Source: an optimization exercise on an open RTL-to-GDS flow (aim: small area and a short achievable clock period). Production flows keep margins and buffers that such runs may drop. Only simulation tests tie the RTL to the original design; equivalence was not proved. Power is estimated from default activity; no workload was simulated.

Design CPU, start of the top module:
module CPU(
    clk,
    rst_n,
    data_read,
    instruction,
    data_wen,
    data_addr,
    inst_addr,
    data_write
);
    input clk;
    input rst_n;
    input [31:0] instruction;
    input [31:0] data_read;
    output data_wen;
    output [31:0] data_addr;
    output [31:0] inst_addr;
    output reg [31:0] data_write;
    localparam OP_R    = 6'b000000;
    localparam OP_J    = 6'b000010;
    localparam OP_BEQ  = 6'b000100;
    localparam OP_ADDI = 6'b001000;
    localparam OP_LW   = 6'b100011;
    localparam OP_SW   = 6'b101011;
    localparam FN_ADD  = 6'b100000;
    localparam FN_SLT  = 6'b101010;
    reg [31:0] pc;
    reg        started;    
    reg [5:0]  d_opf;      
    reg [5:0]  d_fnf;      
    reg [25:6] d_mid;      
    wire [31:0] d_ins = {d_opf, d_mid, d_fnf};
    reg        d_nz;       
    reg [3:0]  d_rs_lo, d_rt_lo;
    reg [7:0]  d_rs_hi, d_rt_hi;
    reg [31:0] e_a;        
    reg [31:0] e_y;        
    reg [31:0] e_sd;       
    reg        e_sum, e_slt, e_sub, e_j;
    reg [4:0]  e_dst;
    reg        e_wa, e_lw, e_sw;
    reg [31:0] alu;        
    reg [4:0]  m_dst;
    reg        m_wa, m_lw, m_sw;
    reg [31:0] rf [0:31];
    reg [31:0] rf_ok;
    reg [31:0] rf_hz;      
    wire        m_we   = m_wa | m_lw;
    wire [31:0] wd     = m_lw ? data_read : alu;
    wire        wd_hz  = m_lw ? (data_read[31:1] == 31'd0) : (alu[31:1] == 31'd0);
  ...
export LEC_CHECK = 0
export CAP_MARGIN = 30
export CORE_MARGIN = 2
export CORE_UTILIZATION = 50
export CTS_CLUSTER_DIAMETER = 60
export CTS_CLUSTER_SIZE = 25
export PLACE_DENSITY = 0.6
export SLEW_MARGIN = 30
create_clock -name core_clock -period 12.0 [get_ports {clk}]
standard.sh (not shown) runs the stock make flow with config.mk's settings and CLKGATE_MAP_FILE= SYNTH_SCRIPT=/design/flow/synth_recipe.tcl, a recipe that flattens the netlist after the stock synthesis.
==> flow/flow/run.sh <==
#!/bin/bash
set -euo pipefail
bash standard.sh SETUP_SLACK_MARGIN=8.5 \
  "CTS_ARGS=-sink_clustering_enable -repair_clock_nets -sink_clustering_size 25 -sink_clustering_max_diameter 60 -dont_use_dummy_load" \
  finish > standard_flow.log 2>&1
The starting point completed with no timing, DRC or antenna violations.
Edit:
==> flow/flow/run.sh (replaced) <==
#!/bin/bash
set -euo pipefail
bash standard.sh SETUP_SLACK_MARGIN=8.6 \
  "CTS_ARGS=-sink_clustering_enable -repair_clock_nets -sink_clustering_size 25 -sink_clustering_max_diameter 60 -dont_use_dummy_load" \
  "BUFFER_PORTS_ARGS=-buffer_cell sky130_fd_sc_hd__buf_2" \
  finish > standard_flow.log 2>&1
- CORE_UTILIZATION: 50 -> 60
- PLACE_DENSITY: 0.6 -> 0.7
Worst hold slack is about the same.
Combinational power falls by about 3%.
Routed wire length goes down by 3.5%.
Edit:
==> flow/flow/run.sh (replaced) <==
#!/bin/bash
set -euo pipefail
bash standard.sh SETUP_SLACK_MARGIN=8.5 \
  "CTS_ARGS=-sink_clustering_enable -repair_clock_nets -sink_clustering_size 25 -sink_clustering_max_diameter 60 -dont_use_dummy_load" \
  "BUFFER_PORTS_ARGS=-buffer_cell sky130_fd_sc_hd__buf_2" \
  finish > standard_flow.log 2>&1
What happened: Power goes down by 1.3%; combinational power barely changes; via count goes down by 0.94%; count of clock-buffer cells in the layout went down by 7; setup slack is better by 0.043 ns; sequential power hardly moves; cell count is about the same; die area is unchanged; core utilization falls by 0.46 points; wire length decreases by 1.4%; sequential share of layout area went up by 0.38 points.

Starting RTL as in the previous note.
==> flow/config.mk <==
export PLATFORM = sky130hd
export DESIGN_NAME = CPU
export DESIGN_NICKNAME = CPU
export VERILOG_FILES = /design/flow/design.v
export SDC_FILE = /design/flow/constraint.sdc
export NUM_CORES = 8
export LEC_CHECK = 0
export CAP_MARGIN = 30
export CORE_MARGIN = 2
export CORE_UTILIZATION = 55
export CTS_CLUSTER_DIAMETER = 60
export CTS_CLUSTER_SIZE = 25
export PLACE_DENSITY = 0.65
export SLEW_MARGIN = 30
==> flow/constraint.sdc <==
create_clock -name core_clock -period 12.0 [get_ports {clk}]
set_input_delay 2.4000 -clock core_clock [delete_from_list [all_inputs] [get_ports {clk}]]
set_output_delay 2.4000 -clock core_clock [all_outputs]
set_load 0.01 [all_outputs]
==> flow/flow/run.sh <==
#!/bin/bash
set -euo pipefail
bash standard.sh SETUP_SLACK_MARGIN=8.5 \
  "CTS_ARGS=-sink_clustering_enable -repair_clock_nets -sink_clustering_size 25 -sink_clustering_max_diameter 60 -dont_use_dummy_load" \
  finish > standard_flow.log 2>&1
The first run completed with no timing, DRC or antenna violations.
Then changed:
--- a/flow/flow/run.sh
+++ b/flow/flow/run.sh
@@ -4,2 +4,3 @@
   "CTS_ARGS=-sink_clustering_enable -repair_clock_nets -sink_clustering_size 25 -sink_clustering_max_diameter 60 -dont_use_dummy_load" \
+  "BUFFER_PORTS_ARGS=-buffer_cell sky130_fd_sc_hd__buf_2" \
   finish > standard_flow.log 2>&1
--- a/flow/config.mk
+++ b/flow/config.mk
@@ -9,6 +9,6 @@
 export CORE_MARGIN = 2
-export CORE_UTILIZATION = 55
+export CORE_UTILIZATION = 65
 export CTS_CLUSTER_DIAMETER = 60
 export CTS_CLUSTER_SIZE = 25
-export PLACE_DENSITY = 0.65
+export PLACE_DENSITY = 0.75
 export SLEW_MARGIN = 30
The new run completed with no timing, DRC or antenna violations; routed wire length drops by 5.5%; utilization climbs by 10 points; sequential share of layout area climbs by 1.1 points; critical path depth stays the same.
Then changed:
--- a/flow/config.mk
+++ b/flow/config.mk
@@ -9,6 +9,6 @@
 export CORE_MARGIN = 2
-export CORE_UTILIZATION = 65
+export CORE_UTILIZATION = 55
 export CTS_CLUSTER_DIAMETER = 60
 export CTS_CLUSTER_SIZE = 25
-export PLACE_DENSITY = 0.75
+export PLACE_DENSITY = 0.65
 export SLEW_MARGIN = 30
Result: The new run finished clean. Synthesized area stays the same. Sequential share of layout area fell by 0.27 points. Maximum frequency fell by 0.92%. Sequential power barely changes. Clock power rose by about 3%. Total power rose by 0.73%. Die area rose by 18%. Non-clock buffer count fell by 12. Count of clock-buffer cells in the layout rose by 5. Cell area rose by 0.47%.

==> afterwards: timing with drivers on the ports <==
Ports are ideal in the flow. The routed layouts listed here were re-timed in OpenROAD. Step 1, drivers: a clkbuf_16 drives clk and a buf_2 each remaining input, both assumed. Step 2 also shifts input and output timing later by t, the mid clock arrival at the registers, as if the neighbouring blocks saw the same clock. a / b / c = no drivers / after step 1 / after step 2; a / b = the first two.
run	t (ns)	slack for setup (ns)	hold WS [ns]	worst setup path at the end	clock arrival spread, ns
the first run of note 1	0.791	8.276 / 8.202 / 7.753	0.308 / 0.308 / 0.308	input to register	0.134 / 0.134
the second run of note 1	0.771	8.277 / 8.206 / 7.868	0.309 / 0.309 / 0.309	input to register	0.097 / 0.097
the third run of note 1	0.773	8.320 / 8.243 / 7.889	0.308 / 0.308 / 0.308	input to register	0.092 / 0.091
the first run of note 2	0.770	8.286 / 8.216 / 7.764	0.323 / 0.323 / 0.323	input to register	0.081 / 0.081
the second run of note 2	0.780	8.306 / 8.231 / 7.766	0.326 / 0.326 / 0.326	input to register	0.083 / 0.083
the third run of note 2	0.784	8.272 / 8.219 / 7.534	0.326 / 0.326 / 0.326	input to register	0.090 / 0.090
After both steps setup and hold are still met in every run listed. The setup slack of the third run of note 2, which loses most, moves by -0.053 ns with the drivers and by -0.738 ns with both steps.
